Context: an optimization exercise on an open-source flow, tuned for small area and a short achievable clock period. The choices shown serve that exercise and are no tape-out recipe. In this exercise RTL edits were held to simulation tests only and were not proved equivalent to the original. No activity file was given, so power comes from the tool's default toggle rates.

**flow/design.v**
```verilog
module risc_cpu (
    input wire clk,
    input wire rst,
    input wire [31:0] imem_data,
    input wire [31:0] dmem_rdata,
    output wire [31:0] dmem_wdata,
    output wire dmem_we,
    output wire dmem_re,
    output wire dmem_byte,
    output wire [31:0] pc_out,
    output wire [31:0] instruction_out,
    output wire [31:0] alu_result_out,
    output wire [3:0] flags_out
);
reg [31:2] pc;
reg [31:0] if_ir;
reg [31:0] id_ir;
reg ex_wr, ex_ld, ex_st, ex_br, ex_fl;
reg ex_ss, ex_sg, ex_sp, ex_sy;
reg ex_cin, ex_cv, ex_byte, ex_cm;
reg [3:0] ex_rd;
reg [31:0] ex_a, ex_b, ex_sd;
reg fN, fZ, fC, fV;
reg [31:0] ld_q;
reg ld_v, ld_b;
reg [31:0] rf [0:14];
function cond_ok;
    input [3:0] c;
    input n, z, cf, v;
    begin
        case (c)
            4'b0000: cond_ok = z;
            4'b0001: cond_ok = ~z;
            4'b0010: cond_ok = cf;
            4'b0011: cond_ok = ~cf;
            4'b0100: cond_ok = n;
            4'b0101: cond_ok = ~n;
            4'b0110: cond_ok = v;
            4'b0111: cond_ok = ~v;
            4'b1000: cond_ok = cf & ~z;
            4'b1001: cond_ok = ~cf | z;
            4'b1010: cond_ok = n == v;
            4'b1011: cond_ok = n != v;
            4'b1100: cond_ok = ~z & (n == v);
            4'b1101: cond_ok = z | (n != v);
            4'b1110: cond_ok = 1'b1;
            default: cond_ok = 1'b0;
        endcase
    end
endfunction
wire cond_met = ex_cm;
function [31:0] rot_imm;
    input [11:0] imm;
    reg [63:0] t;
    begin
        t = {24'b0, imm[7:0], 24'b0, imm[7:0]} >> {imm[11:8], 1'b0};
        rot_imm = t[31:0];
    end
endfunction
wire [31:0] x = ex_a;
wire [31:0] y = ex_b;
wire cin = ex_cin;
wire [31:0] g = x & y;
wire [31:0] p = x ^ y;
reg [32:0] kg, kp, kg2, kp2;
integer lv, bi;
always @(*) begin
    kg = {g, cin};
    kp = {p, 1'b0};
    for (lv = 1; lv < 33; lv = lv * 2) begin
        kg2 = kg;
        kp2 = kp;
        for (bi = lv; bi < 33; bi = bi + 1) begin
            kg2[bi] = kg[bi] | (kp[bi] & kg[bi - lv]);
            kp2[bi] = kp[bi] & kp[bi - lv];
        end
        kg = kg2;
        kp = kp2;
    end
end
wire [32:0] sum = {kg[32], p ^ kg[31:0]};
wire [31:0] result = ({32{ex_ss}} & sum[31:0]) | ({32{ex_sg}} & g) |
                     ({32{ex_sp}} & p) | ({32{ex_sy}} & y);
wire nN = result[31];
wire nZ = ~|result;
wire nC = ex_cv & sum[32];
wire nV = ex_cv & (x[31] == y[31]) & (sum[31] != x[31]);
wire upd = ex_fl & cond_met;
wire next_C = upd ? nC : fC;
wire [31:0] ld_val = ld_v ? (ld_b ? {24'b0, ld_q[7:0]} : ld_q) : 32'b0;
wire [31:0] wd = ex_ld ? ld_val : result;
wire rf_we = ex_wr & cond_met & (ex_rd != 4'd15);
wire taken = ex_br & cond_met;
assign pc_out = {pc, 2'b00};
assign instruction_out = if_ir;
assign alu_result_out = result;
assign flags_out = {fN, fZ, fC, fV};
assign dmem_wdata = ex_sd;
assign dmem_we = ex_st & cond_met;
assign dmem_re = ex_ld & cond_met;
assign dmem_byte = ex_byte;
wire [31:0] I = id_ir;
wire [3:0] opc = I[24:21];
wire f_dp = (I[27:25] == 3'b000);
wire f_di = (I[27:25] == 3'b001);
wire f_ls = (I[27:25] == 3'b010);
wire f_br = (I[27:25] == 3'b101);
wire f_rn = f_dp | f_di | f_ls;
wire [3:0] rs1_h = f_rn ? I[19:16] : 4'd0;
wire [3:0] rs2_h = f_dp ? I[3:0] : ((f_ls & ~I[20]) ? I[15:12] : 4'd0);
wire stall = ex_ld & ((ex_rd == rs1_h) | (ex_rd == rs2_h));
wire [3:0] ra1 = I[19:16];
wire [3:0] ra2 = f_dp ? I[3:0] : I[15:12];
reg [31:0] rd1, rd2;
always @(*) begin
    case (ra1)
        4'd0:  rd1 = rf[0];   4'd1:  rd1 = rf[1];   4'd2:  rd1 = rf[2];   4'd3:  rd1 = rf[3];
        4'd4:  rd1 = rf[4];   4'd5:  rd1 = rf[5];   4'd6:  rd1 = rf[6];   4'd7:  rd1 = rf[7];
        4'd8:  rd1 = rf[8];   4'd9:  rd1 = rf[9];   4'd10: rd1 = rf[10];  4'd11: rd1 = rf[11];
        4'd12: rd1 = rf[12];  4'd13: rd1 = rf[13];  4'd14: rd1 = rf[14];  default: rd1 = 32'b0;
    endcase
    case (ra2)
        4'd0:  rd2 = rf[0];   4'd1:  rd2 = rf[1];   4'd2:  rd2 = rf[2];   4'd3:  rd2 = rf[3];
        4'd4:  rd2 = rf[4];   4'd5:  rd2 = rf[5];   4'd6:  rd2 = rf[6];   4'd7:  rd2 = rf[7];
        4'd8:  rd2 = rf[8];   4'd9:  rd2 = rf[9];   4'd10: rd2 = rf[10];  4'd11: rd2 = rf[11];
        4'd12: rd2 = rf[12];  4'd13: rd2 = rf[13];  4'd14: rd2 = rf[14];  default: rd2 = 32'b0;
    endcase
end
wire fwd_ok = ex_wr & cond_met & (ex_rd != 4'd0) & (ex_rd != 4'd15);
wire [31:0] val1 = (fwd_ok & (ex_rd == ra1)) ? wd : rd1;
wire [31:0] val2 = (fwd_ok & (ex_rd == ra2)) ? wd : rd2;
wire [4:0] sh_amt = I[11:7];
wire [1:0] sh_typ = I[6:5];
wire sh_z = (sh_amt == 5'd0);
wire [4:0] rot_amt = (sh_typ == 2'b00) ? (5'd0 - sh_amt) :
                     ((sh_typ == 2'b11) & sh_z) ? 5'd1 : sh_amt;
wire [31:0] rs1 = rot_amt[0] ? {val2[0], val2[31:1]} : val2;
wire [31:0] rs2 = rot_amt[1] ? {rs1[1:0], rs1[31:2]} : rs1;
wire [31:0] rs3 = rot_amt[2] ? {rs2[3:0], rs2[31:4]} : rs2;
wire [31:0] rs4 = rot_amt[3] ? {rs3[7:0], rs3[31:8]} : rs3;
wire [31:0] rot = rot_amt[4] ? {rs4[15:0], rs4[31:16]} : rs4;
wire sh_fill = (sh_typ == 2'b10) & val2[31];
reg [31:0] lo, keep;
reg [31:0] sh_out;
integer k;
always @(*) begin
    for (k = 0; k < 32; k = k + 1)
        lo[k] = (k < sh_amt);
    for (k = 0; k < 32; k = k + 1) begin
        case (sh_typ)
            2'b00: keep[k] = ~lo[k];
            2'b01, 2'b10: keep[k] = ~sh_z & ~lo[31 - k];
            default: keep[k] = 1'b1;
        endcase
        sh_out[k] = keep[k] ? rot[k] : sh_fill;
    end
    if (sh_typ == 2'b11 && sh_z) sh_out[31] = next_C;
end
wire [3:0] rimm = I[11:8];
wire [7:0] imm8 = I[7:0];
wire is_mul = f_di & (opc == 4'b1111);
wire is_neg = f_di & (opc == 4'b1110);
wire mul_hi = rimm[3] | rimm[2];
wire [4:0] mul_sh = mul_hi ? (5'd0 - {rimm, 1'b0}) : 5'd0;
wire [15:0] q2 = {imm8, imm8} >> {rimm[1:0], 1'b0};
wire [7:0] q = mul_hi ? imm8 : q2[7:0];
wire [7:0] wrap = mul_hi ? 8'h00 :
                  (rimm[1:0] == 2'd1) ? 8'b1100_0000 :
                  (rimm[1:0] == 2'd2) ? 8'b1111_0000 :
                  (rimm[1:0] == 2'd3) ? 8'b1111_1100 : 8'h00;
wire [31:0] ma = val1 << mul_sh;
wire [7:0] qa = q & ~wrap;
wire [7:0] qw = q & wrap;
wire [31:0] row [0:7];
genvar gj;
generate
    for (gj = 0; gj < 8; gj = gj + 1) begin : g_row
        assign row[gj] = ({32{qa[gj]}} & (ma << gj)) | ({32{qw[gj]}} & (ma << (gj + 24)));
    end
endgenerate
wire [31:0] row0 = row[0], row1 = row[1], row2 = row[2], row3 = row[3];
wire [31:0] row4 = row[4], row5 = row[5], row6 = row[6], row7 = row[7];
wire [31:0] mul_s, mul_c;
wire dd_s0 = row0[6] ^ row1[6];
wire dd_c0 = row0[6] & row1[6];
wire dd_s1 = row0[7] ^ row1[7] ^ row2[7];
wire dd_c1 = (row0[7] & row1[7]) | (row0[7] & row2[7]) | (row1[7] & row2[7]);
wire dd_s2 = row3[7] ^ row4[7];
wire dd_c2 = row3[7] & row4[7];
wire dd_s3 = row0[8] ^ row1[8] ^ row2[8];
wire dd_c3 = (row0[8] & row1[8]) | (row0[8] & row2[8]) | (row1[8] & row2[8]);
wire dd_s4 = row3[8] ^ row4[8] ^ row5[8];
wire dd_c4 = (row3[8] & row4[8]) | (row3[8] & row5[8]) | (row4[8] & row5[8]);
wire dd_s5 = row0[9] ^ row1[9] ^ row2[9];
wire dd_c5 = (row0[9] & row1[9]) | (row0[9] & row2[9]) | (row1[9] & row2[9]);
wire dd_s6 = row3[9] ^ row4[9] ^ row5[9];
wire dd_c6 = (row3[9] & row4[9]) | (row3[9] & row5[9]) | (row4[9] & row5[9]);
wire dd_s7 = row0[10] ^ row1[10] ^ row2[10];
wire dd_c7 = (row0[10] & row1[10]) | (row0[10] & row2[10]) | (row1[10] & row2[10]);
wire dd_s8 = row3[10] ^ row4[10] ^ row5[10];
wire dd_c8 = (row3[10] & row4[10]) | (row3[10] & row5[10]) | (row4[10] & row5[10]);
wire dd_s9 = row0[11] ^ row1[11] ^ row2[11];
wire dd_c9 = (row0[11] & row1[11]) | (row0[11] & row2[11]) | (row1[11] & row2[11]);
wire dd_s10 = row3[11] ^ row4[11] ^ row5[11];
wire dd_c10 = (row3[11] & row4[11]) | (row3[11] & row5[11]) | (row4[11] & row5[11]);
wire dd_s11 = row0[12] ^ row1[12] ^ row2[12];
wire dd_c11 = (row0[12] & row1[12]) | (row0[12] & row2[12]) | (row1[12] & row2[12]);
wire dd_s12 = row3[12] ^ row4[12] ^ row5[12];
wire dd_c12 = (row3[12] & row4[12]) | (row3[12] & row5[12]) | (row4[12] & row5[12]);
wire dd_s13 = row0[13] ^ row1[13] ^ row2[13];
wire dd_c13 = (row0[13] & row1[13]) | (row0[13] & row2[13]) | (row1[13] & row2[13]);
wire dd_s14 = row3[13] ^ row4[13] ^ row5[13];
wire dd_c14 = (row3[13] & row4[13]) | (row3[13] & row5[13]) | (row4[13] & row5[13]);
wire dd_s15 = row0[14] ^ row1[14] ^ row2[14];
wire dd_c15 = (row0[14] & row1[14]) | (row0[14] & row2[14]) | (row1[14] & row2[14]);
wire dd_s16 = row3[14] ^ row4[14] ^ row5[14];
wire dd_c16 = (row3[14] & row4[14]) | (row3[14] & row5[14]) | (row4[14] & row5[14]);
wire dd_s17 = row0[15] ^ row1[15] ^ row2[15];
wire dd_c17 = (row0[15] & row1[15]) | (row0[15] & row2[15]) | (row1[15] & row2[15]);
wire dd_s18 = row3[15] ^ row4[15] ^ row5[15];
wire dd_c18 = (row3[15] & row4[15]) | (row3[15] & row5[15]) | (row4[15] & row5[15]);
wire dd_s19 = row0[16] ^ row1[16] ^ row2[16];
wire dd_c19 = (row0[16] & row1[16]) | (row0[16] & row2[16]) | (row1[16] & row2[16]);
wire dd_s20 = row3[16] ^ row4[16] ^ row5[16];
wire dd_c20 = (row3[16] & row4[16]) | (row3[16] & row5[16]) | (row4[16] & row5[16]);
wire dd_s21 = row0[17] ^ row1[17] ^ row2[17];
wire dd_c21 = (row0[17] & row1[17]) | (row0[17] & row2[17]) | (row1[17] & row2[17]);
wire dd_s22 = row3[17] ^ row4[17] ^ row5[17];
wire dd_c22 = (row3[17] & row4[17]) | (row3[17] & row5[17]) | (row4[17] & row5[17]);
wire dd_s23 = row0[18] ^ row1[18] ^ row2[18];
wire dd_c23 = (row0[18] & row1[18]) | (row0[18] & row2[18]) | (row1[18] & row2[18]);
wire dd_s24 = row3[18] ^ row4[18] ^ row5[18];
wire dd_c24 = (row3[18] & row4[18]) | (row3[18] & row5[18]) | (row4[18] & row5[18]);
wire dd_s25 = row0[19] ^ row1[19] ^ row2[19];
wire dd_c25 = (row0[19] & row1[19]) | (row0[19] & row2[19]) | (row1[19] & row2[19]);
wire dd_s26 = row3[19] ^ row4[19] ^ row5[19];
wire dd_c26 = (row3[19] & row4[19]) | (row3[19] & row5[19]) | (row4[19] & row5[19]);
wire dd_s27 = row0[20] ^ row1[20] ^ row2[20];
wire dd_c27 = (row0[20] & row1[20]) | (row0[20] & row2[20]) | (row1[20] & row2[20]);
wire dd_s28 = row3[20] ^ row4[20] ^ row5[20];
wire dd_c28 = (row3[20] & row4[20]) | (row3[20] & row5[20]) | (row4[20] & row5[20]);
wire dd_s29 = row0[21] ^ row1[21] ^ row2[21];
wire dd_c29 = (row0[21] & row1[21]) | (row0[21] & row2[21]) | (row1[21] & row2[21]);
wire dd_s30 = row3[21] ^ row4[21] ^ row5[21];
wire dd_c30 = (row3[21] & row4[21]) | (row3[21] & row5[21]) | (row4[21] & row5[21]);
wire dd_s31 = row0[22] ^ row1[22] ^ row2[22];
wire dd_c31 = (row0[22] & row1[22]) | (row0[22] & row2[22]) | (row1[22] & row2[22]);
wire dd_s32 = row3[22] ^ row4[22] ^ row5[22];
wire dd_c32 = (row3[22] & row4[22]) | (row3[22] & row5[22]) | (row4[22] & row5[22]);
wire dd_s33 = row0[23] ^ row1[23] ^ row2[23];
wire dd_c33 = (row0[23] & row1[23]) | (row0[23] & row2[23]) | (row1[23] & row2[23]);
wire dd_s34 = row3[23] ^ row4[23] ^ row5[23];
wire dd_c34 = (row3[23] & row4[23]) | (row3[23] & row5[23]) | (row4[23] & row5[23]);
wire dd_s35 = row0[24] ^ row1[24] ^ row2[24];
wire dd_c35 = (row0[24] & row1[24]) | (row0[24] & row2[24]) | (row1[24] & row2[24]);
wire dd_s36 = row3[24] ^ row4[24] ^ row5[24];
wire dd_c36 = (row3[24] & row4[24]) | (row3[24] & row5[24]) | (row4[24] & row5[24]);
wire dd_s37 = row0[25] ^ row1[25] ^ row2[25];
wire dd_c37 = (row0[25] & row1[25]) | (row0[25] & row2[25]) | (row1[25] & row2[25]);
wire dd_s38 = row3[25] ^ row4[25] ^ row5[25];
wire dd_c38 = (row3[25] & row4[25]) | (row3[25] & row5[25]) | (row4[25] & row5[25]);
wire dd_s39 = row0[26] ^ row1[26] ^ row2[26];
wire dd_c39 = (row0[26] & row1[26]) | (row0[26] & row2[26]) | (row1[26] & row2[26]);
wire dd_s40 = row3[26] ^ row4[26] ^ row5[26];
wire dd_c40 = (row3[26] & row4[26]) | (row3[26] & row5[26]) | (row4[26] & row5[26]);
wire dd_s41 = row0[27] ^ row1[27] ^ row2[27];
wire dd_c41 = (row0[27] & row1[27]) | (row0[27] & row2[27]) | (row1[27] & row2[27]);
wire dd_s42 = row3[27] ^ row4[27] ^ row5[27];
wire dd_c42 = (row3[27] & row4[27]) | (row3[27] & row5[27]) | (row4[27] & row5[27]);
wire dd_s43 = row0[28] ^ row1[28] ^ row2[28];
wire dd_c43 = (row0[28] & row1[28]) | (row0[28] & row2[28]) | (row1[28] & row2[28]);
wire dd_s44 = row3[28] ^ row4[28] ^ row5[28];
wire dd_c44 = (row3[28] & row4[28]) | (row3[28] & row5[28]) | (row4[28] & row5[28]);
wire dd_s45 = row0[29] ^ row1[29] ^ row2[29];
wire dd_c45 = (row0[29] & row1[29]) | (row0[29] & row2[29]) | (row1[29] & row2[29]);
wire dd_s46 = row3[29] ^ row4[29] ^ row5[29];
wire dd_c46 = (row3[29] & row4[29]) | (row3[29] & row5[29]) | (row4[29] & row5[29]);
wire dd_s47 = row0[30] ^ row1[30] ^ row2[30];
wire dd_c47 = (row0[30] & row1[30]) | (row0[30] & row2[30]) | (row1[30] & row2[30]);
wire dd_s48 = row3[30] ^ row4[30] ^ row5[30];
wire dd_c48 = (row3[30] & row4[30]) | (row3[30] & row5[30]) | (row4[30] & row5[30]);
wire dd_s49 = row0[31] ^ row1[31] ^ row2[31];
wire dd_c49 = (row0[31] & row1[31]) | (row0[31] & row2[31]) | (row1[31] & row2[31]);
wire dd_s50 = row3[31] ^ row4[31] ^ row5[31];
wire dd_c50 = (row3[31] & row4[31]) | (row3[31] & row5[31]) | (row4[31] & row5[31]);
wire dd_s51 = row0[4] ^ row1[4];
wire dd_c51 = row0[4] & row1[4];
wire dd_s52 = row0[5] ^ row1[5] ^ row2[5];
wire dd_c52 = (row0[5] & row1[5]) | (row0[5] & row2[5]) | (row1[5] & row2[5]);
wire dd_s53 = row3[5] ^ row4[5];
wire dd_c53 = row3[5] & row4[5];
wire dd_s54 = dd_s0 ^ row2[6] ^ row3[6];
wire dd_c54 = (dd_s0 & row2[6]) | (dd_s0 & row3[6]) | (row2[6] & row3[6]);
wire dd_s55 = row4[6] ^ row5[6] ^ row6[6];
wire dd_c55 = (row4[6] & row5[6]) | (row4[6] & row6[6]) | (row5[6] & row6[6]);
wire dd_s56 = dd_c0 ^ dd_s1 ^ dd_s2;
wire dd_c56 = (dd_c0 & dd_s1) | (dd_c0 & dd_s2) | (dd_s1 & dd_s2);
wire dd_s57 = row5[7] ^ row6[7] ^ row7[7];
wire dd_c57 = (row5[7] & row6[7]) | (row5[7] & row7[7]) | (row6[7] & row7[7]);
wire dd_s58 = dd_c1 ^ dd_c2 ^ dd_s3;
wire dd_c58 = (dd_c1 & dd_c2) | (dd_c1 & dd_s3) | (dd_c2 & dd_s3);
wire dd_s59 = dd_s4 ^ row6[8] ^ row7[8];
wire dd_c59 = (dd_s4 & row6[8]) | (dd_s4 & row7[8]) | (row6[8] & row7[8]);
wire dd_s60 = dd_c3 ^ dd_c4 ^ dd_s5;
wire dd_c60 = (dd_c3 & dd_c4) | (dd_c3 & dd_s5) | (dd_c4 & dd_s5);
wire dd_s61 = dd_s6 ^ row6[9] ^ row7[9];
wire dd_c61 = (dd_s6 & row6[9]) | (dd_s6 & row7[9]) | (row6[9] & row7[9]);
wire dd_s62 = dd_c5 ^ dd_c6 ^ dd_s7;
wire dd_c62 = (dd_c5 & dd_c6) | (dd_c5 & dd_s7) | (dd_c6 & dd_s7);
wire dd_s63 = dd_s8 ^ row6[10] ^ row7[10];
wire dd_c63 = (dd_s8 & row6[10]) | (dd_s8 & row7[10]) | (row6[10] & row7[10]);
wire dd_s64 = dd_c7 ^ dd_c8 ^ dd_s9;
wire dd_c64 = (dd_c7 & dd_c8) | (dd_c7 & dd_s9) | (dd_c8 & dd_s9);
wire dd_s65 = dd_s10 ^ row6[11] ^ row7[11];
wire dd_c65 = (dd_s10 & row6[11]) | (dd_s10 & row7[11]) | (row6[11] & row7[11]);
wire dd_s66 = dd_c9 ^ dd_c10 ^ dd_s11;
wire dd_c66 = (dd_c9 & dd_c10) | (dd_c9 & dd_s11) | (dd_c10 & dd_s11);
wire dd_s67 = dd_s12 ^ row6[12] ^ row7[12];
wire dd_c67 = (dd_s12 & row6[12]) | (dd_s12 & row7[12]) | (row6[12] & row7[12]);
wire dd_s68 = dd_c11 ^ dd_c12 ^ dd_s13;
wire dd_c68 = (dd_c11 & dd_c12) | (dd_c11 & dd_s13) | (dd_c12 & dd_s13);
wire dd_s69 = dd_s14 ^ row6[13] ^ row7[13];
wire dd_c69 = (dd_s14 & row6[13]) | (dd_s14 & row7[13]) | (row6[13] & row7[13]);
wire dd_s70 = dd_c13 ^ dd_c14 ^ dd_s15;
wire dd_c70 = (dd_c13 & dd_c14) | (dd_c13 & dd_s15) | (dd_c14 & dd_s15);
wire dd_s71 = dd_s16 ^ row6[14] ^ row7[14];
wire dd_c71 = (dd_s16 & row6[14]) | (dd_s16 & row7[14]) | (row6[14] & row7[14]);
wire dd_s72 = dd_c15 ^ dd_c16 ^ dd_s17;
wire dd_c72 = (dd_c15 & dd_c16) | (dd_c15 & dd_s17) | (dd_c16 & dd_s17);
wire dd_s73 = dd_s18 ^ row6[15] ^ row7[15];
wire dd_c73 = (dd_s18 & row6[15]) | (dd_s18 & row7[15]) | (row6[15] & row7[15]);
wire dd_s74 = dd_c17 ^ dd_c18 ^ dd_s19;
wire dd_c74 = (dd_c17 & dd_c18) | (dd_c17 & dd_s19) | (dd_c18 & dd_s19);
wire dd_s75 = dd_s20 ^ row6[16] ^ row7[16];
wire dd_c75 = (dd_s20 & row6[16]) | (dd_s20 & row7[16]) | (row6[16] & row7[16]);
wire dd_s76 = dd_c19 ^ dd_c20 ^ dd_s21;
wire dd_c76 = (dd_c19 & dd_c20) | (dd_c19 & dd_s21) | (dd_c20 & dd_s21);
wire dd_s77 = dd_s22 ^ row6[17] ^ row7[17];
wire dd_c77 = (dd_s22 & row6[17]) | (dd_s22 & row7[17]) | (row6[17] & row7[17]);
wire dd_s78 = dd_c21 ^ dd_c22 ^ dd_s23;
wire dd_c78 = (dd_c21 & dd_c22) | (dd_c21 & dd_s23) | (dd_c22 & dd_s23);
wire dd_s79 = dd_s24 ^ row6[18] ^ row7[18];
wire dd_c79 = (dd_s24 & row6[18]) | (dd_s24 & row7[18]) | (row6[18] & row7[18]);
wire dd_s80 = dd_c23 ^ dd_c24 ^ dd_s25;
wire dd_c80 = (dd_c23 & dd_c24) | (dd_c23 & dd_s25) | (dd_c24 & dd_s25);
wire dd_s81 = dd_s26 ^ row6[19] ^ row7[19];
wire dd_c81 = (dd_s26 & row6[19]) | (dd_s26 & row7[19]) | (row6[19] & row7[19]);
wire dd_s82 = dd_c25 ^ dd_c26 ^ dd_s27;
wire dd_c82 = (dd_c25 & dd_c26) | (dd_c25 & dd_s27) | (dd_c26 & dd_s27);
wire dd_s83 = dd_s28 ^ row6[20] ^ row7[20];
wire dd_c83 = (dd_s28 & row6[20]) | (dd_s28 & row7[20]) | (row6[20] & row7[20]);
wire dd_s84 = dd_c27 ^ dd_c28 ^ dd_s29;
wire dd_c84 = (dd_c27 & dd_c28) | (dd_c27 & dd_s29) | (dd_c28 & dd_s29);
wire dd_s85 = dd_s30 ^ row6[21] ^ row7[21];
wire dd_c85 = (dd_s30 & row6[21]) | (dd_s30 & row7[21]) | (row6[21] & row7[21]);
wire dd_s86 = dd_c29 ^ dd_c30 ^ dd_s31;
wire dd_c86 = (dd_c29 & dd_c30) | (dd_c29 & dd_s31) | (dd_c30 & dd_s31);
wire dd_s87 = dd_s32 ^ row6[22] ^ row7[22];
wire dd_c87 = (dd_s32 & row6[22]) | (dd_s32 & row7[22]) | (row6[22] & row7[22]);
wire dd_s88 = dd_c31 ^ dd_c32 ^ dd_s33;
wire dd_c88 = (dd_c31 & dd_c32) | (dd_c31 & dd_s33) | (dd_c32 & dd_s33);
wire dd_s89 = dd_s34 ^ row6[23] ^ row7[23];
wire dd_c89 = (dd_s34 & row6[23]) | (dd_s34 & row7[23]) | (row6[23] & row7[23]);
wire dd_s90 = dd_c33 ^ dd_c34 ^ dd_s35;
wire dd_c90 = (dd_c33 & dd_c34) | (dd_c33 & dd_s35) | (dd_c34 & dd_s35);
wire dd_s91 = dd_s36 ^ row6[24] ^ row7[24];
wire dd_c91 = (dd_s36 & row6[24]) | (dd_s36 & row7[24]) | (row6[24] & row7[24]);
wire dd_s92 = dd_c35 ^ dd_c36 ^ dd_s37;
wire dd_c92 = (dd_c35 & dd_c36) | (dd_c35 & dd_s37) | (dd_c36 & dd_s37);
wire dd_s93 = dd_s38 ^ row6[25] ^ row7[25];
wire dd_c93 = (dd_s38 & row6[25]) | (dd_s38 & row7[25]) | (row6[25] & row7[25]);
wire dd_s94 = dd_c37 ^ dd_c38 ^ dd_s39;
wire dd_c94 = (dd_c37 & dd_c38) | (dd_c37 & dd_s39) | (dd_c38 & dd_s39);
wire dd_s95 = dd_s40 ^ row6[26] ^ row7[26];
wire dd_c95 = (dd_s40 & row6[26]) | (dd_s40 & row7[26]) | (row6[26] & row7[26]);
wire dd_s96 = dd_c39 ^ dd_c40 ^ dd_s41;
wire dd_c96 = (dd_c39 & dd_c40) | (dd_c39 & dd_s41) | (dd_c40 & dd_s41);
wire dd_s97 = dd_s42 ^ row6[27] ^ row7[27];
wire dd_c97 = (dd_s42 & row6[27]) | (dd_s42 & row7[27]) | (row6[27] & row7[27]);
wire dd_s98 = dd_c41 ^ dd_c42 ^ dd_s43;
wire dd_c98 = (dd_c41 & dd_c42) | (dd_c41 & dd_s43) | (dd_c42 & dd_s43);
wire dd_s99 = dd_s44 ^ row6[28] ^ row7[28];
wire dd_c99 = (dd_s44 & row6[28]) | (dd_s44 & row7[28]) | (row6[28] & row7[28]);
wire dd_s100 = dd_c43 ^ dd_c44 ^ dd_s45;
wire dd_c100 = (dd_c43 & dd_c44) | (dd_c43 & dd_s45) | (dd_c44 & dd_s45);
wire dd_s101 = dd_s46 ^ row6[29] ^ row7[29];
wire dd_c101 = (dd_s46 & row6[29]) | (dd_s46 & row7[29]) | (row6[29] & row7[29]);
wire dd_s102 = dd_c45 ^ dd_c46 ^ dd_s47;
wire dd_c102 = (dd_c45 & dd_c46) | (dd_c45 & dd_s47) | (dd_c46 & dd_s47);
wire dd_s103 = dd_s48 ^ row6[30] ^ row7[30];
wire dd_c103 = (dd_s48 & row6[30]) | (dd_s48 & row7[30]) | (row6[30] & row7[30]);
wire dd_s104 = dd_c47 ^ dd_c48 ^ dd_s49;
wire dd_c104 = (dd_c47 & dd_c48) | (dd_c47 & dd_s49) | (dd_c48 & dd_s49);
wire dd_s105 = dd_s50 ^ row6[31] ^ row7[31];
wire dd_c105 = (dd_s50 & row6[31]) | (dd_s50 & row7[31]) | (row6[31] & row7[31]);
wire dd_s106 = row0[3] ^ row1[3];
wire dd_c106 = row0[3] & row1[3];
wire dd_s107 = dd_s51 ^ row2[4] ^ row3[4];
wire dd_c107 = (dd_s51 & row2[4]) | (dd_s51 & row3[4]) | (row2[4] & row3[4]);
wire dd_s108 = dd_c51 ^ dd_s52 ^ dd_s53;
wire dd_c108 = (dd_c51 & dd_s52) | (dd_c51 & dd_s53) | (dd_s52 & dd_s53);
wire dd_s109 = dd_c52 ^ dd_c53 ^ dd_s54;
wire dd_c109 = (dd_c52 & dd_c53) | (dd_c52 & dd_s54) | (dd_c53 & dd_s54);
wire dd_s110 = dd_c54 ^ dd_c55 ^ dd_s56;
wire dd_c110 = (dd_c54 & dd_c55) | (dd_c54 & dd_s56) | (dd_c55 & dd_s56);
wire dd_s111 = dd_c56 ^ dd_c57 ^ dd_s58;
wire dd_c111 = (dd_c56 & dd_c57) | (dd_c56 & dd_s58) | (dd_c57 & dd_s58);
wire dd_s112 = dd_c58 ^ dd_c59 ^ dd_s60;
wire dd_c112 = (dd_c58 & dd_c59) | (dd_c58 & dd_s60) | (dd_c59 & dd_s60);
wire dd_s113 = dd_c60 ^ dd_c61 ^ dd_s62;
wire dd_c113 = (dd_c60 & dd_c61) | (dd_c60 & dd_s62) | (dd_c61 & dd_s62);
wire dd_s114 = dd_c62 ^ dd_c63 ^ dd_s64;
wire dd_c114 = (dd_c62 & dd_c63) | (dd_c62 & dd_s64) | (dd_c63 & dd_s64);
wire dd_s115 = dd_c64 ^ dd_c65 ^ dd_s66;
wire dd_c115 = (dd_c64 & dd_c65) | (dd_c64 & dd_s66) | (dd_c65 & dd_s66);
wire dd_s116 = dd_c66 ^ dd_c67 ^ dd_s68;
wire dd_c116 = (dd_c66 & dd_c67) | (dd_c66 & dd_s68) | (dd_c67 & dd_s68);
wire dd_s117 = dd_c68 ^ dd_c69 ^ dd_s70;
wire dd_c117 = (dd_c68 & dd_c69) | (dd_c68 & dd_s70) | (dd_c69 & dd_s70);
wire dd_s118 = dd_c70 ^ dd_c71 ^ dd_s72;
wire dd_c118 = (dd_c70 & dd_c71) | (dd_c70 & dd_s72) | (dd_c71 & dd_s72);
wire dd_s119 = dd_c72 ^ dd_c73 ^ dd_s74;
wire dd_c119 = (dd_c72 & dd_c73) | (dd_c72 & dd_s74) | (dd_c73 & dd_s74);
wire dd_s120 = dd_c74 ^ dd_c75 ^ dd_s76;
wire dd_c120 = (dd_c74 & dd_c75) | (dd_c74 & dd_s76) | (dd_c75 & dd_s76);
wire dd_s121 = dd_c76 ^ dd_c77 ^ dd_s78;
wire dd_c121 = (dd_c76 & dd_c77) | (dd_c76 & dd_s78) | (dd_c77 & dd_s78);
wire dd_s122 = dd_c78 ^ dd_c79 ^ dd_s80;
wire dd_c122 = (dd_c78 & dd_c79) | (dd_c78 & dd_s80) | (dd_c79 & dd_s80);
wire dd_s123 = dd_c80 ^ dd_c81 ^ dd_s82;
wire dd_c123 = (dd_c80 & dd_c81) | (dd_c80 & dd_s82) | (dd_c81 & dd_s82);
wire dd_s124 = dd_c82 ^ dd_c83 ^ dd_s84;
wire dd_c124 = (dd_c82 & dd_c83) | (dd_c82 & dd_s84) | (dd_c83 & dd_s84);
wire dd_s125 = dd_c84 ^ dd_c85 ^ dd_s86;
wire dd_c125 = (dd_c84 & dd_c85) | (dd_c84 & dd_s86) | (dd_c85 & dd_s86);
wire dd_s126 = dd_c86 ^ dd_c87 ^ dd_s88;
wire dd_c126 = (dd_c86 & dd_c87) | (dd_c86 & dd_s88) | (dd_c87 & dd_s88);
wire dd_s127 = dd_c88 ^ dd_c89 ^ dd_s90;
wire dd_c127 = (dd_c88 & dd_c89) | (dd_c88 & dd_s90) | (dd_c89 & dd_s90);
wire dd_s128 = dd_c90 ^ dd_c91 ^ dd_s92;
wire dd_c128 = (dd_c90 & dd_c91) | (dd_c90 & dd_s92) | (dd_c91 & dd_s92);
wire dd_s129 = dd_c92 ^ dd_c93 ^ dd_s94;
wire dd_c129 = (dd_c92 & dd_c93) | (dd_c92 & dd_s94) | (dd_c93 & dd_s94);
wire dd_s130 = dd_c94 ^ dd_c95 ^ dd_s96;
wire dd_c130 = (dd_c94 & dd_c95) | (dd_c94 & dd_s96) | (dd_c95 & dd_s96);
wire dd_s131 = dd_c96 ^ dd_c97 ^ dd_s98;
wire dd_c131 = (dd_c96 & dd_c97) | (dd_c96 & dd_s98) | (dd_c97 & dd_s98);
wire dd_s132 = dd_c98 ^ dd_c99 ^ dd_s100;
wire dd_c132 = (dd_c98 & dd_c99) | (dd_c98 & dd_s100) | (dd_c99 & dd_s100);
wire dd_s133 = dd_c100 ^ dd_c101 ^ dd_s102;
wire dd_c133 = (dd_c100 & dd_c101) | (dd_c100 & dd_s102) | (dd_c101 & dd_s102);
wire dd_s134 = dd_c102 ^ dd_c103 ^ dd_s104;
wire dd_c134 = (dd_c102 & dd_c103) | (dd_c102 & dd_s104) | (dd_c103 & dd_s104);
wire dd_s135 = row0[2] ^ row1[2];
wire dd_c135 = row0[2] & row1[2];
wire dd_s136 = dd_s106 ^ row2[3] ^ row3[3];
wire dd_c136 = (dd_s106 & row2[3]) | (dd_s106 & row3[3]) | (row2[3] & row3[3]);
wire dd_s137 = dd_c106 ^ dd_s107 ^ row4[4];
wire dd_c137 = (dd_c106 & dd_s107) | (dd_c106 & row4[4]) | (dd_s107 & row4[4]);
wire dd_s138 = dd_c107 ^ dd_s108 ^ row5[5];
wire dd_c138 = (dd_c107 & dd_s108) | (dd_c107 & row5[5]) | (dd_s108 & row5[5]);
wire dd_s139 = dd_c108 ^ dd_s109 ^ dd_s55;
wire dd_c139 = (dd_c108 & dd_s109) | (dd_c108 & dd_s55) | (dd_s109 & dd_s55);
wire dd_s140 = dd_c109 ^ dd_s110 ^ dd_s57;
wire dd_c140 = (dd_c109 & dd_s110) | (dd_c109 & dd_s57) | (dd_s110 & dd_s57);
wire dd_s141 = dd_c110 ^ dd_s111 ^ dd_s59;
wire dd_c141 = (dd_c110 & dd_s111) | (dd_c110 & dd_s59) | (dd_s111 & dd_s59);
wire dd_s142 = dd_c111 ^ dd_s112 ^ dd_s61;
wire dd_c142 = (dd_c111 & dd_s112) | (dd_c111 & dd_s61) | (dd_s112 & dd_s61);
wire dd_s143 = dd_c112 ^ dd_s113 ^ dd_s63;
wire dd_c143 = (dd_c112 & dd_s113) | (dd_c112 & dd_s63) | (dd_s113 & dd_s63);
wire dd_s144 = dd_c113 ^ dd_s114 ^ dd_s65;
wire dd_c144 = (dd_c113 & dd_s114) | (dd_c113 & dd_s65) | (dd_s114 & dd_s65);
wire dd_s145 = dd_c114 ^ dd_s115 ^ dd_s67;
wire dd_c145 = (dd_c114 & dd_s115) | (dd_c114 & dd_s67) | (dd_s115 & dd_s67);
wire dd_s146 = dd_c115 ^ dd_s116 ^ dd_s69;
wire dd_c146 = (dd_c115 & dd_s116) | (dd_c115 & dd_s69) | (dd_s116 & dd_s69);
wire dd_s147 = dd_c116 ^ dd_s117 ^ dd_s71;
wire dd_c147 = (dd_c116 & dd_s117) | (dd_c116 & dd_s71) | (dd_s117 & dd_s71);
wire dd_s148 = dd_c117 ^ dd_s118 ^ dd_s73;
wire dd_c148 = (dd_c117 & dd_s118) | (dd_c117 & dd_s73) | (dd_s118 & dd_s73);
wire dd_s149 = dd_c118 ^ dd_s119 ^ dd_s75;
wire dd_c149 = (dd_c118 & dd_s119) | (dd_c118 & dd_s75) | (dd_s119 & dd_s75);
wire dd_s150 = dd_c119 ^ dd_s120 ^ dd_s77;
wire dd_c150 = (dd_c119 & dd_s120) | (dd_c119 & dd_s77) | (dd_s120 & dd_s77);
wire dd_s151 = dd_c120 ^ dd_s121 ^ dd_s79;
wire dd_c151 = (dd_c120 & dd_s121) | (dd_c120 & dd_s79) | (dd_s121 & dd_s79);
wire dd_s152 = dd_c121 ^ dd_s122 ^ dd_s81;
wire dd_c152 = (dd_c121 & dd_s122) | (dd_c121 & dd_s81) | (dd_s122 & dd_s81);
wire dd_s153 = dd_c122 ^ dd_s123 ^ dd_s83;
wire dd_c153 = (dd_c122 & dd_s123) | (dd_c122 & dd_s83) | (dd_s123 & dd_s83);
wire dd_s154 = dd_c123 ^ dd_s124 ^ dd_s85;
wire dd_c154 = (dd_c123 & dd_s124) | (dd_c123 & dd_s85) | (dd_s124 & dd_s85);
wire dd_s155 = dd_c124 ^ dd_s125 ^ dd_s87;
wire dd_c155 = (dd_c124 & dd_s125) | (dd_c124 & dd_s87) | (dd_s125 & dd_s87);
wire dd_s156 = dd_c125 ^ dd_s126 ^ dd_s89;
wire dd_c156 = (dd_c125 & dd_s126) | (dd_c125 & dd_s89) | (dd_s126 & dd_s89);
wire dd_s157 = dd_c126 ^ dd_s127 ^ dd_s91;
wire dd_c157 = (dd_c126 & dd_s127) | (dd_c126 & dd_s91) | (dd_s127 & dd_s91);
wire dd_s158 = dd_c127 ^ dd_s128 ^ dd_s93;
wire dd_c158 = (dd_c127 & dd_s128) | (dd_c127 & dd_s93) | (dd_s128 & dd_s93);
wire dd_s159 = dd_c128 ^ dd_s129 ^ dd_s95;
wire dd_c159 = (dd_c128 & dd_s129) | (dd_c128 & dd_s95) | (dd_s129 & dd_s95);
wire dd_s160 = dd_c129 ^ dd_s130 ^ dd_s97;
wire dd_c160 = (dd_c129 & dd_s130) | (dd_c129 & dd_s97) | (dd_s130 & dd_s97);
wire dd_s161 = dd_c130 ^ dd_s131 ^ dd_s99;
wire dd_c161 = (dd_c130 & dd_s131) | (dd_c130 & dd_s99) | (dd_s131 & dd_s99);
wire dd_s162 = dd_c131 ^ dd_s132 ^ dd_s101;
wire dd_c162 = (dd_c131 & dd_s132) | (dd_c131 & dd_s101) | (dd_s132 & dd_s101);
wire dd_s163 = dd_c132 ^ dd_s133 ^ dd_s103;
wire dd_c163 = (dd_c132 & dd_s133) | (dd_c132 & dd_s103) | (dd_s133 & dd_s103);
wire dd_s164 = dd_c133 ^ dd_s134 ^ dd_s105;
wire dd_c164 = (dd_c133 & dd_s134) | (dd_c133 & dd_s105) | (dd_s134 & dd_s105);
assign mul_s[0] = row0[0];
assign mul_c[0] = 1'b0;
assign mul_s[1] = row0[1];
assign mul_c[1] = row1[1];
assign mul_s[2] = dd_s135;
assign mul_c[2] = row2[2];
assign mul_s[3] = dd_c135;
assign mul_c[3] = dd_s136;
assign mul_s[4] = dd_c136;
assign mul_c[4] = dd_s137;
assign mul_s[5] = dd_c137;
assign mul_c[5] = dd_s138;
assign mul_s[6] = dd_c138;
assign mul_c[6] = dd_s139;
assign mul_s[7] = dd_c139;
assign mul_c[7] = dd_s140;
assign mul_s[8] = dd_c140;
assign mul_c[8] = dd_s141;
assign mul_s[9] = dd_c141;
assign mul_c[9] = dd_s142;
assign mul_s[10] = dd_c142;
assign mul_c[10] = dd_s143;
assign mul_s[11] = dd_c143;
assign mul_c[11] = dd_s144;
assign mul_s[12] = dd_c144;
assign mul_c[12] = dd_s145;
assign mul_s[13] = dd_c145;
assign mul_c[13] = dd_s146;
assign mul_s[14] = dd_c146;
assign mul_c[14] = dd_s147;
assign mul_s[15] = dd_c147;
assign mul_c[15] = dd_s148;
assign mul_s[16] = dd_c148;
assign mul_c[16] = dd_s149;
assign mul_s[17] = dd_c149;
assign mul_c[17] = dd_s150;
assign mul_s[18] = dd_c150;
assign mul_c[18] = dd_s151;
assign mul_s[19] = dd_c151;
assign mul_c[19] = dd_s152;
assign mul_s[20] = dd_c152;
assign mul_c[20] = dd_s153;
assign mul_s[21] = dd_c153;
assign mul_c[21] = dd_s154;
assign mul_s[22] = dd_c154;
assign mul_c[22] = dd_s155;
assign mul_s[23] = dd_c155;
assign mul_c[23] = dd_s156;
assign mul_s[24] = dd_c156;
assign mul_c[24] = dd_s157;
assign mul_s[25] = dd_c157;
assign mul_c[25] = dd_s158;
assign mul_s[26] = dd_c158;
assign mul_c[26] = dd_s159;
assign mul_s[27] = dd_c159;
assign mul_c[27] = dd_s160;
assign mul_s[28] = dd_c160;
assign mul_c[28] = dd_s161;
assign mul_s[29] = dd_c161;
assign mul_c[29] = dd_s162;
assign mul_s[30] = dd_c162;
assign mul_c[30] = dd_s163;
assign mul_s[31] = dd_c163;
assign mul_c[31] = dd_s164;
wire [31:2] br_tgt = pc + {{6{I[23]}}, I[23:0]} + 30'd1;
reg [31:0] nb;
always @(*) begin
    if (f_dp)
        nb = sh_out;
    else if (f_di)
        nb = is_mul ? mul_c : is_neg ? 32'b0 : rot_imm(I[11:0]);
    else if (f_br)
        nb = {br_tgt, 2'b00};
    else if (f_ls)
        nb = rot_imm(I[11:0]);
    else
        nb = val2;
end
reg [3:0] op;   
localparam O_ZERO = 4'd0, O_AND = 4'd1, O_EOR = 4'd2, O_SUB = 4'd3, O_RSB = 4'd4,
           O_ADD = 4'd5, O_ADC = 4'd6, O_SBC = 4'd7, O_ORR = 4'd8, O_MOV = 4'd9,
           O_BIC = 4'd10, O_MVN = 4'd11, O_NEG = 4'd12, O_MUL = 4'd13, O_MEM = 4'd14;
always @(*) begin
    op = O_ZERO;
    if (f_dp) begin
        case (opc)
            4'd0: op = O_AND;  4'd1: op = O_EOR;  4'd2: op = O_SUB;  4'd3: op = O_RSB;
            4'd4: op = O_ADD;  4'd5: op = O_ADC;  4'd6: op = O_SBC;  4'd7: op = O_AND;
            4'd8: op = O_AND;  4'd9: op = O_EOR;  4'd10: op = O_SUB; 4'd11: op = O_ADD;
            4'd12: op = O_ORR; 4'd13: op = O_MOV; 4'd14: op = O_BIC; default: op = O_MVN;
        endcase
    end else if (f_di) begin
        case (opc)
            4'd0: op = O_AND;  4'd1: op = O_EOR;  4'd2: op = O_SUB;  4'd3: op = O_RSB;
            4'd4: op = O_ADD;  4'd5: op = O_ADC;  4'd6: op = O_SBC;  4'd7: op = O_AND;
            4'd8: op = O_SUB;  4'd9: op = O_ADD;  4'd10: op = O_ORR; 4'd11: op = O_MOV;
            4'd12: op = O_BIC; 4'd13: op = O_MVN; 4'd14: op = O_NEG; default: op = O_MUL;
        endcase
    end else if (f_ls) begin
        op = O_MEM;
    end
end
wire d_ss = (op == O_SUB) | (op == O_RSB) | (op == O_ADD) | (op == O_ADC) | (op == O_SBC) |
            (op == O_NEG) | (op == O_MUL) | (op == O_MEM);
wire d_sg = (op == O_AND) | (op == O_ORR) | (op == O_BIC);
wire d_sp = (op == O_EOR) | (op == O_ORR);
wire d_sy = (op == O_MOV) | (op == O_MVN);
wire d_inv_a = (op == O_RSB) | (op == O_NEG);
wire d_inv_b = (op == O_SUB) | (op == O_SBC) | (op == O_BIC) | (op == O_MVN);
wire d_cin1 = (op == O_SUB) | (op == O_RSB) | (op == O_NEG);
wire d_cinc = (op == O_ADC) | (op == O_SBC);
wire d_cv = (op == O_SUB) | (op == O_RSB) | (op == O_ADD) | (op == O_ADC) | (op == O_SBC);
wire dp_nowr = (opc[3:2] == 2'b10) | (opc == 4'b0111);    
wire d_wr = (f_dp & ~dp_nowr) | f_di | (f_ls & I[20]) | (f_br & I[24]);
wire d_ld = f_ls & I[20];
wire d_st = f_ls & ~I[20];
wire d_fl = (f_dp & (I[20] | (opc[3:2] == 2'b10))) | (f_di & I[20]);
wire [3:0] d_rd = f_rn ? I[15:12] : 4'd0;
wire [31:0] na = is_mul ? mul_s : (val1 ^ {32{d_inv_a}});
always @(posedge clk or posedge rst) begin
    if (rst) begin
        pc <= 30'b0;
        if_ir <= 32'hE1A00000;
        fN <= 1'b0; fZ <= 1'b0; fC <= 1'b0; fV <= 1'b0;
        ex_wr <= 1'b0; ex_ld <= 1'b0; ex_st <= 1'b0; ex_br <= 1'b0; ex_fl <= 1'b0;
        ex_ss <= 1'b0; ex_sg <= 1'b0; ex_sp <= 1'b0; ex_sy <= 1'b0;
    end else begin
        if (!stall) pc <= taken ? ex_b[31:2] : pc + 30'd1;
        if_ir <= imem_data;
        if (upd) begin
            fN <= nN; fZ <= nZ; fC <= nC; fV <= nV;
        end
        if (taken) begin
            ex_wr <= 1'b0; ex_ld <= 1'b0; ex_st <= 1'b0; ex_br <= 1'b0; ex_fl <= 1'b0;
            ex_ss <= 1'b0; ex_sg <= 1'b0; ex_sp <= 1'b0; ex_sy <= 1'b0;
        end else begin
            ex_wr <= d_wr; ex_ld <= d_ld; ex_st <= d_st; ex_br <= f_br; ex_fl <= d_fl;
            ex_ss <= d_ss; ex_sg <= d_sg; ex_sp <= d_sp; ex_sy <= d_sy;
        end
    end
end
always @(posedge clk) begin
    if (rst | taken) id_ir <= 32'b0;
    else if (!stall) id_ir <= if_ir;
end
always @(posedge clk) begin
    ex_cin <= d_cin1 | (d_cinc & next_C); ex_cv <= d_cv;
    ex_byte <= I[22];
    ex_cm <= cond_ok(I[31:28], upd ? nN : fN, upd ? nZ : fZ, next_C, upd ? nV : fV);
    ex_rd <= d_rd;
    ex_sd <= val2;
    ex_a <= na;
    ex_b <= nb ^ {32{d_inv_b}};
    ld_q <= dmem_rdata;
    ld_v <= dmem_re;
    ld_b <= ex_byte;
end
wire [31:0] rf_wd = wd & {32{~rst}};
genvar gi;
generate
    for (gi = 0; gi < 15; gi = gi + 1) begin : g_rf
        wire en = rst | (rf_we & (ex_rd == gi));
        always @(posedge clk) begin
            if (en) begin
                if (gi == 13) rf[gi] <= {rf_wd[31:13], rf_wd[12] | rst, rf_wd[11:0]};
                else rf[gi] <= rf_wd;
            end
        end
    end
endgenerate
endmodule
```
**flow/flow/run.sh**
```bash
#!/bin/bash
# The standard layout (the standard.sh, standard synthesis unchanged), with
# timing repair asked to leave 11 ns of setup slack, so that it also speeds up
# paths that already meet the 17.5 ns clock, allowed to resize cells across
# footprints, and with buf_2 as the cell that buffers every input and output
# port. The make output goes to make_finish.log; each ORFS step keeps its own
# log under orfs/logs/.
set -euo pipefail
bash standard.sh SETUP_SLACK_MARGIN=11 MATCH_CELL_FOOTPRINT=0 \
  'BUFFER_PORTS_ARGS=-buffer_cell sky130_fd_sc_hd__buf_2' finish > make_finish.log 2>&1
```
**flow/standard.sh**
```bash
#!/bin/bash
# synth_recipe.tcl (not shown) runs the flow's synth.tcl, then flattens the netlist and writes it again
# the make line also repeats each setting of config.mk as NAME=value (left out here)
make -C /OpenROAD-flow-scripts/flow DESIGN_CONFIG=/design/flow/config.mk WORK_HOME=/design/flow/orfs CLKGATE_MAP_FILE= SYNTH_SCRIPT=/design/flow/synth_recipe.tcl "${@:-finish}"
```
**flow/config.mk**
```make
export PLATFORM = sky130hd
export DESIGN_NAME = risc_cpu
export DESIGN_NICKNAME = risc_cpu
export VERILOG_FILES = /design/flow/design.v
export SDC_FILE = /design/flow/constraint.sdc
export NUM_CORES = 4
export LEC_CHECK = 0
export ABC_AREA = 1
export CAP_MARGIN = 20
export CORE_MARGIN = 2
export CORE_UTILIZATION = 55
export CTS_BUF_LIST = sky130_fd_sc_hd__clkbuf_8
export PLACE_DENSITY = 0.7
export SLEW_MARGIN = 20
```
**flow/constraint.sdc**
```tcl
create_clock -name core_clock -period 17.5 [get_ports {clk}]
set_input_delay 3.5000 -clock core_clock [delete_from_list [all_inputs] [get_ports {clk}]]
set_output_delay 3.5000 -clock core_clock [all_outputs]
set_load 0.01 [all_outputs]
```
==> results of run 1 <==
[flip-flops by register name, summed over array words and instances (netlist names), 4 cells and up, named ones only]
| signal | cells |
|---|---|
| ex_a | 32 |
| ex_b | 32 |
| ex_rd | 4 |
| ex_sd | 32 |
| id_ir | 32 |
| if_ir | 32 |
| ld_q | 32 |
| pc | 30 |
| rf | 480 |
[logic make-up (layout without fill, tap and decap cells)]
| group | after synthesis | in the layout | synth area share |
|---|---|---|---|
| AND/OR/NAND/NOR | 2723 | 2723 | 0.2386 |
| AO/OA/AOI/OAI | 1204 | 1204 | 0.1536 |
| buffers and inverters | 1087 | 1383 | 0.08834 |
| flip-flops | 733 | 733 | 0.4180 |
| adder cells (fa/ha/maj) | 240 | 240 | 0.08768 |
| XOR/XNOR | 72 | 72 | 0.01327 |
| multiplexers | 2 | 2 | 0.0004213 |
| other | 1 | 21 | 0.00007892 |
[stage by stage]
step	std cells	total power, W
5_1_grt	7509	0.008611
3_5_place_dp	7223	0.006288
3_3_place_gp	7223	0.006250
6_report	7522	0.008381
2_1_floorplan	6063	0.004656
4_1_cts	7466	0.007960
[synth_stat cells, drive strengths merged, types with 66 or more instances]
library cell  instances  share of area
dfxtp               178          0.075
o211ai               66          0.011
nand3               526          0.055
edfxtp              480           0.30
buf                  81         0.0089
fa                  155          0.065
a221oi               98          0.018
inv                 789          0.062
o22ai               203          0.027
nand2              1596           0.13
ha                   85          0.022
a21oi               271          0.029
clkbuf              200          0.016
nor2                426          0.034
dfrtp                69          0.036
o21ai               415          0.045
[final cells by class]
class | count | area (sq um)
timing repair buffer | 361 | 2361
sequential | 733 | 19960
antenna | 19 | 47.55
fill | 7488 | 31460
timing repair inverter | 1 | 7.507
tap | 1144 | 1431
clock buffer | 130 | 1789
inverter | 806 | 3102
clock inverter | 85 | 666.9
multi-input combinational | 4243 | 24590
[cells in the final DEF (no fill, tap or decap), drive strengths merged, types with 19 or more instances in the layout]
master and count:
a211oi 26, a21oi 271, a221oi 98, a31oi 30
buf 360, clkbuf 131, clkinv 46, dfrtp 69
dfxtp 178, diode 19, edfxtp 480, fa 155
ha 85, inv 821, nand2 1596, nand3 526
nand4 62, nor2 426, nor3 50, nor4 22
o211ai 66, o21ai 415, o22ai 203, or2 20
xor2 63
[per-layer routing]
layer	part of all wire	track usage	up-vias
li1	-	-	20930
met1	0.36	0.6593	23370
met2	0.39	0.6688	4872
met3	0.19	0.2444	1064
met4	0.068	0.2735	26
met5	0.0013	0.006494	-
[what timing repair did]
item	in CTS	in global routing
resized for setup	148	170
setup endpoints to repair	76	55
buffers inserted	27	34
pin swaps	4	18
cloned	1	1
[path summary, 6_finish.rpt]
path | start | endpoint | slack (ns) | depth (start not counted)
min | ex_byte | ld_b | 0.42 | 0
max reg2reg | id_ir[27] | ex_b[3] | 10.75 | 27
max | id_ir[27] | ex_b[3] | 10.75 | 27
max in group asynchronous | rst | fZ | 13.20 | 3
min in group asynchronous | rst | if_ir[0] | 2.92 | 2
min reg2reg | ex_byte | ld_b | 0.42 | 0
[power by group]
group | leakage, nW | internal, W | switching, W
clock | 1.41 | 0.000798 | 0.000773
combinational | 15.0 | 0.00114 | 0.00285
sequential | 7.34 | 0.00240 | 0.000412
total | 23.8 | 0.00434 | 0.00404
==> run_results.csv, run 1 <==
group,metric,value,unit
global_route,grt_overflow_total,0,
timing,worst_slack,10.75,ns
logic_synthesis,synth-edff-count,480,
hold_path,min_path_type,"reg -> reg",
pwr,p_leak,23.76,nW
global_route,grt_first_pass_wirelength,319.3,mm
logic_synthesis,synth_seq_cells,733,
worst_setup_path,crit_top_cell,"nand2_1",
timing,final-hold-violation-count,0,
clock_tree,cts_tree,"yes",
timing,setup_viol,0,
worst_setup_path,crit_path_end_kind,"flop",
die,rows,107,
run_status,status,"timing/DRC/antenna clean",
pwr,power_density,155.3,mW/mm^2
logic_synthesis,synth.distinct_cells,68,
die,initial_core_util,0.5563,
timing,rsz0062_at_grt,"true",
die,chipHeight,297.9,um
clock_tree,cts.clk_slew.worst_paths,0.07,ns
die,core,0.08541,sq mm
clock_tree,root_buffer,"clkbuf_8",
timing,hold-worst-slack,0.4182,ns
worst_setup_path,crit_fanout,20,
timing,layout_min_cycle_time,6.753,ns
logic_synthesis,syn_area,0.04752,sq mm
die,die_area,0.08876,sq mm
pwr,ir_drop,0.1051,mV
drt,drc_errors,0,
drt,dr.pass1.iters,10,
worst_setup_path,slowest_stage,"inv_2",
drt,routed_wl,230.5,mm
timing,tightestPinTransition,1.279,ns
drt,wire_per_inst,30.65,um
global_route,grt_start_max_net_pins,64,
drt,routed-via-count,50260,
global_route,antenna_found_initial,21,
placed_design,portBuffers,198,
timing,fin_skew,0.09954,ns
run,cap_viol_max_count,0,
worst_setup_path,worstPathRequired,18.13,ns
clock_tree,cts_htree_levels,3,
logic_synthesis,syn_area_per_cell,7.838,sq um
logic_synthesis,ys_async_sr_fraction,0.1023,
drt,ant_nets,0,
clock_tree,ctsLongestPathBuffers,3,
clock_tree,cts_num_sinks,733,
die,boundaryPins,201,
worst_setup_path,slowest_delay,0.84,ns
clock_tree,insertion_delay,0.91,ns
worst_setup_path,crit_type,"reg -> reg",
timing,finalMaxSlewViolations,0,
final_layout,area_growth,13.54,%
die,fp.dieW,297.9,um
logic_synthesis,synth_cells,6062,
clock_tree,cts_made_buffers,117,
final_layout,drive_gt1_frac,0.1337,
global_route,grt_usage,0.5009,
logic_synthesis,ys_warn_count,2,
clock_tree,cts_hold_buf,0,
final_layout,final_area,0.05395,sq mm
timing,fin_setup_tns,0,ns
worst_setup_path,critPathBufInv,4,
logic_synthesis,yosys_most_used_dff,"edfxtp_1",
placed_design,pre_cts_ws,9.899,ns
drt,drt-vias-per-instance,6.682,
final_layout,num-nets-final,6569,
worst_setup_path,cpLargestDelayFamily,"simple AND/OR/NAND/NOR gates",
timing,clock.fmax,148.1,MHz
worst_setup_path,critPathLaunchType,"flop",
timing,slew_headroom,0.1473,
final_layout,finish.utilization,0.6316,
placed_design,place_area,0.04980,sq mm
placed_design,place_congestion,1.103,
logic_synthesis,ys_seq_area_frac,0.4180,
timing,fin_crit_sh,0.3859,
global_route,grt_pass1_vias,45480,
drt,drt_iter0_drc,10390,
worst_setup_path,arrival,7.38,ns
placed_design,dp_hpwl,163.8,mm
==> run 2: changes to the inputs <==
--- a/flow/design.v
+++ b/flow/design.v
@@ -100,6 +100,30 @@
 assign dmem_re = ex_ld & cond_met;
 assign dmem_byte = ex_byte;
 wire [31:0] I = id_ir;
+function [7:0] predecode;
+    input [31:0] w;
+    reg dp, di, ls, br, mul, neg;
+    reg [3:0] o;
+    begin
+        o = w[24:21];
+        dp = (w[27:25] == 3'b000);
+        di = (w[27:25] == 3'b001);
+        ls = (w[27:25] == 3'b010);
+        br = (w[27:25] == 3'b101);
+        mul = di & (o == 4'b1111);
+        neg = di & (o == 4'b1110);
+        predecode[7] = dp;
+        predecode[6] = mul;
+        predecode[5] = neg;
+        predecode[4] = (di & ~mul & ~neg) | ls;
+        predecode[3] = br;
+        predecode[2] = ~dp & ~di & ~ls & ~br;
+        predecode[1] = (dp & (o == 4'b0011)) | (di & ((o == 4'b0011) | (o == 4'b1110)));
+        predecode[0] = (dp & ((o == 4'b0010) | (o == 4'b0110) | (o == 4'b1010) | (o == 4'b1110) | (o == 4'b1111))) |
+                       (di & ((o == 4'b0010) | (o == 4'b0110) | (o == 4'b1000) | (o == 4'b1100) | (o == 4'b1101)));
+    end
+endfunction
+reg [7:0] id_pre;
 wire [3:0] opc = I[24:21];
 wire f_dp = (I[27:25] == 3'b000);
 wire f_di = (I[27:25] == 3'b001);
@@ -576,19 +600,9 @@
 assign mul_s[31] = dd_c163;
 assign mul_c[31] = dd_s164;
 wire [31:2] br_tgt = pc + {{6{I[23]}}, I[23:0]} + 30'd1;
-reg [31:0] nb;
-always @(*) begin
-    if (f_dp)
-        nb = sh_out;
-    else if (f_di)
-        nb = is_mul ? mul_c : is_neg ? 32'b0 : rot_imm(I[11:0]);
-    else if (f_br)
-        nb = {br_tgt, 2'b00};
-    else if (f_ls)
-        nb = rot_imm(I[11:0]);
-    else
-        nb = val2;
-end
+wire [31:0] nb = ({32{id_pre[7]}} & sh_out) | ({32{id_pre[6]}} & mul_c) |
+                 ({32{id_pre[4]}} & rot_imm(I[11:0])) | ({32{id_pre[3]}} & {br_tgt, 2'b00}) |
+                 ({32{id_pre[2]}} & val2);
 reg [3:0] op;   
 localparam O_ZERO = 4'd0, O_AND = 4'd1, O_EOR = 4'd2, O_SUB = 4'd3, O_RSB = 4'd4,
            O_ADD = 4'd5, O_ADC = 4'd6, O_SBC = 4'd7, O_ORR = 4'd8, O_MOV = 4'd9,
@@ -629,7 +643,7 @@
 wire d_st = f_ls & ~I[20];
 wire d_fl = (f_dp & (I[20] | (opc[3:2] == 2'b10))) | (f_di & I[20]);
 wire [3:0] d_rd = f_rn ? I[15:12] : 4'd0;
-wire [31:0] na = is_mul ? mul_s : (val1 ^ {32{d_inv_a}});
+wire [31:0] na = id_pre[6] ? mul_s : (val1 ^ {32{id_pre[1]}});
 always @(posedge clk or posedge rst) begin
     if (rst) begin
         pc <= 30'b0;
@@ -653,8 +667,13 @@
     end
 end
 always @(posedge clk) begin
-    if (rst | taken) id_ir <= 32'b0;
-    else if (!stall) id_ir <= if_ir;
+    if (rst | taken) begin
+        id_ir <= 32'b0;
+        id_pre <= predecode(32'b0);
+    end else if (!stall) begin
+        id_ir <= if_ir;
+        id_pre <= predecode(if_ir);
+    end
 end
 always @(posedge clk) begin
     ex_cin <= d_cin1 | (d_cinc & next_C); ex_cv <= d_cv;
@@ -663,7 +682,7 @@
     ex_rd <= d_rd;
     ex_sd <= val2;
     ex_a <= na;
-    ex_b <= nb ^ {32{d_inv_b}};
+    ex_b <= nb ^ {32{id_pre[0]}};
     ld_q <= dmem_rdata;
     ld_v <= dmem_re;
     ld_b <= ex_byte;
==> run 2 against run 1 <==
Net effect:
- first-iteration DRC count decreased by 21%
- clock skew about the same
- count of clock-buffer cells in the layout increased by 7
- fmax increased by 3.9%
- largest cell class unchanged
==> run_results.csv, run 2 <==
group,metric,value,unit
drt,drc_errors,0,
final_layout,finalNonFillerCells,7471,
timing,fin_crit_sh,0.3712,
drt,top_layer_used,"met5",
worst_setup_path,crit_fanout,6,
drt,ant_nets,0,
die,boundaryPins,201,
pwr,p_leak,23.88,nW
worst_setup_path,critPathBufInv,2,
worst_setup_path,crit_path_end_kind,"output pin",
logic_synthesis,synth-edff-count,480,
worst_setup_path,worstPathRequired,14.00,ns
global_route,grt_overflow_total,0,
final_layout,num-nets-final,6525,
logic_synthesis,synth_top_cell_by_area,"edfxtp_1",
die,core,0.08528,sq mm
clock_tree,insertion_delay,0.89,ns
global_route,grt_pass1_vias,43880,
timing,rsz0062_at_grt,"true",
logic_synthesis,ys_seq_area_frac,0.4226,
logic_synthesis,synthXorXnorAreaFrac,0.01536,
drt,drt-met1-wl,78.44,mm
worst_setup_path,crit_type,"reg -> out",
final_layout,multi_input_area,0.02405,sq mm
logic_synthesis,synth-simple-area-share,0.2463,
clock_tree,cts_made_buffers,120,
logic_synthesis,syn_area_per_cell,7.888,sq um
timing,fin_setup_tns,0,ns
worst_setup_path,slowest_stage,"dfxtp_2",
clock_tree,cts_tree,"yes",
run,cap_viol_max_count,0,
timing,slew_headroom,0.1685,
final_layout,largest_register,"rf",
drt,drt_iter0_drc,8190,
clock_tree,root_buffer,"clkbuf_8",
logic_synthesis,yosys-top-cells-count,"nand2_1, inv_1, nand3_1",
worst_setup_path,cpLargestDelayFamily,"simple AND/OR/NAND/NOR gates",
global_route,grt_usage,0.4797,
clock_tree,ctsLongestPathBuffers,3,
drt,routed_wl,218.0,mm
die,die_area,0.08843,sq mm
timing,setup_viol,0,
placed_design,portBuffers,198,
drt,wire_per_inst,29.18,um
logic_synthesis,ys_warn_count,2,
worst_setup_path,slowest_delay,0.43,ns
logic_synthesis,synth_seq_cells,740,
logic_synthesis,synth.distinct_cells,65,
drt,dr.pass1.iters,9,
die,fp.dieW,297.4,um
final_layout,drive_gt1_frac,0.1245,
global_route,grt_first_pass_wirelength,305.2,mm
worst_setup_path,crit_chain,"ha_4, nand2_1, nor2_1, inv_1, nor2_1, and2_1, nand2_1, nand3_1, nand3_1, nand2_2, buf_2",
drt,routed-via-count,48280,
logic_synthesis,synth_top_family_by_area,"simple AND/OR/NAND/NOR gates",
placed_design,dp_cells,7196,
worst_setup_path,critPathLaunchType,"flop",
logic_synthesis,ys_async_sr_fraction,0.1014,
die,initial_core_util,0.5550,
placed_design,place_congestion,1.102,
logic_synthesis,yosys_most_used_dff,"edfxtp_1",
die,rows,107,
logic_synthesis,yosysMostFrequentCell,"nand2_1",
timing,clock.fmax,153.9,MHz
logic_synthesis,synth_fa_ha_area_frac,0.08802,
final_layout,n_fill_cell,7622,
logic_synthesis,syn_area,0.04733,sq mm
final_layout,layout_common_cells,"nand2_1, inv_1, nand3_1",
hold_path,min_path_type,"reg -> reg",
clock_tree,cts_num_sinks,740,
logic_synthesis,synthMuxAreaShare,0.002115,
timing,finalMaxSlewViolations,0,
clock_tree,cts_htree_levels,3,
global_route,antenna_found_initial,17,
timing,hold-worst-slack,0.4061,ns
logic_synthesis,synthTopCellsByArea,"edfxtp_1, nand2_1, dfxtp_1",
drt,wl_met3,41.49,mm
logic_synthesis,synth_top_area_frac,0.3045,
pwr,ir_drop,0.1015,mV
die,chipHeight,297.4,um
pwr,power_density,148.9,mW/mm^2
final_layout,layout_commonest_cell,"nand2_1",
logic_synthesis,synth_cells,6001,
global_route,grt_start_max_net_pins,88,
drt,wl_met2,83.91,mm
clock_tree,cts_hold_buf,0,
timing,tightestPinTransition,1.234,ns
clock_tree,cts.clk_slew.worst_paths,0.06,ns
run_status,status,"timing/DRC/antenna clean",
placed_design,dp_hpwl,155.3,mm
timing,layout_min_cycle_time,6.497,ns
final_layout,area_growth,12.93,%
logic_synthesis,synth-compound-area-share,0.1381,
worst_setup_path,arrival,3.00,ns
final_layout,ff_latch_area,0.02008,sq mm
final_layout,largest_register_ffs,480,
drt,drt-vias-per-instance,6.462,
timing,fin_skew,0.09982,ns
timing,final-hold-violation-count,0,
[run 2: final timing paths]
check | startpoint | cells after the start | to | slack (ns)
worst min-delay path | id_ir[22] | 0 | ex_byte | 0.41
worst max-delay path | ex_b[23] | 11 | alu_result_out[26] | 11.00
min in group asynchronous | rst | 3 | if_ir[17] | 3.20
worst min register to register | id_ir[22] | 0 | ex_byte | 0.41
worst max register to register | id_ir[27] | 23 | ex_b[3] | 11.03
max in group asynchronous | rst | 4 | pc[21] | 13.00
[run 2: metrics by stage]
| stage | instance area [sq um] | setup WS [ns] | util | total power [W] |
|---|---|---|---|---|
| global placement | 49650 | 9.720 | 0.5822 | 0.005947 |
| finish | 53460 | 11.00 | 0.6268 | 0.007962 |
| floorplan | 47340 | 10.39 | - | 0.004506 |
| global route | 53430 | 10.94 | 0.6265 | 0.008221 |
| detailed placement | 49650 | 9.559 | 0.5822 | 0.005978 |
| CTS | 52740 | 11.00 | 0.6184 | 0.007633 |
[run 2: logic make-up after synthesis]
family | count (synthesis)
AO/OA/AOI/OAI | 1070
XOR/XNOR | 83
adder cells (fa/ha/maj) | 240
buffers and inverters | 1060
flip-flops | 740
multiplexers | 10
other | 1
AND/OR/NAND/NOR | 2797
[run 2: metal layers]
| layer | track usage | vias to the layer above |
|---|---|---|
| li1 | - | 20610 |
| met1 | 0.6333 | 22540 |
| met2 | 0.6346 | 4311 |
| met3 | 0.2426 | 794 |
| met4 | 0.2585 | 18 |
| met5 | 0 | - |
[run 2: report_power, final]
group	leakage [nW]	switching, W	total (W)	internal [W]
sequential	7.39	0.000341	0.00273	0.00239
combinational	15.1	0.00259	0.00362	0.00102
clock	1.43	0.000773	0.00162	0.000844
total	23.9	0.00370	0.00796	0.00426
[run 2: cell type report]
cell class | instances | area share
multi-input cells | 4202 | 0.4498
flip-flops and latches | 740 | 0.3757
inverters | 809 | 0.05844
repair buffers | 341 | 0.04061
clock buffers | 137 | 0.03527
well taps | 1144 | 0.02678
clock inverters | 81 | 0.01219
repair inverters | 5 | 0.0006086
diodes | 12 | 0.0005617
[run 2: what timing repair did]
| item | in CTS | in global routing |
|---|---|---|
| buffers inserted | 20 | 20 |
| gates resized for setup | 122 | 140 |
| pin swaps | 6 | 11 |
| setup endpoints to repair | 73 | 47 |
| cloned | 4 | 1 |

-- re-timing with driven ports --
Ports are ideal in the flow. The routed layouts listed here were re-timed in OpenROAD. Step 1 assumes that a clkbuf_16 drives the clock port and a buf_2 every other input. Step 2 also shifts input and output timing later by t, the mid clock arrival at the registers, as if the neighbouring blocks saw the same clock. a / b / c = ideal / step 1 / step 2; a / b = the first two.
run | shift t [ns] | setup WS [ns] | worst setup path at the end | worst slew at a driven data input, ns | cell pins on the clock port's net
run 1 | 0.932 | 10.747 / 10.747 / 10.747 | register to register | 0.04 | 1
run 2 | 0.902 | 11.003 / 10.942 / 11.029 | register to register | 0.06 | 1
After both steps setup and hold are still met in every run listed.
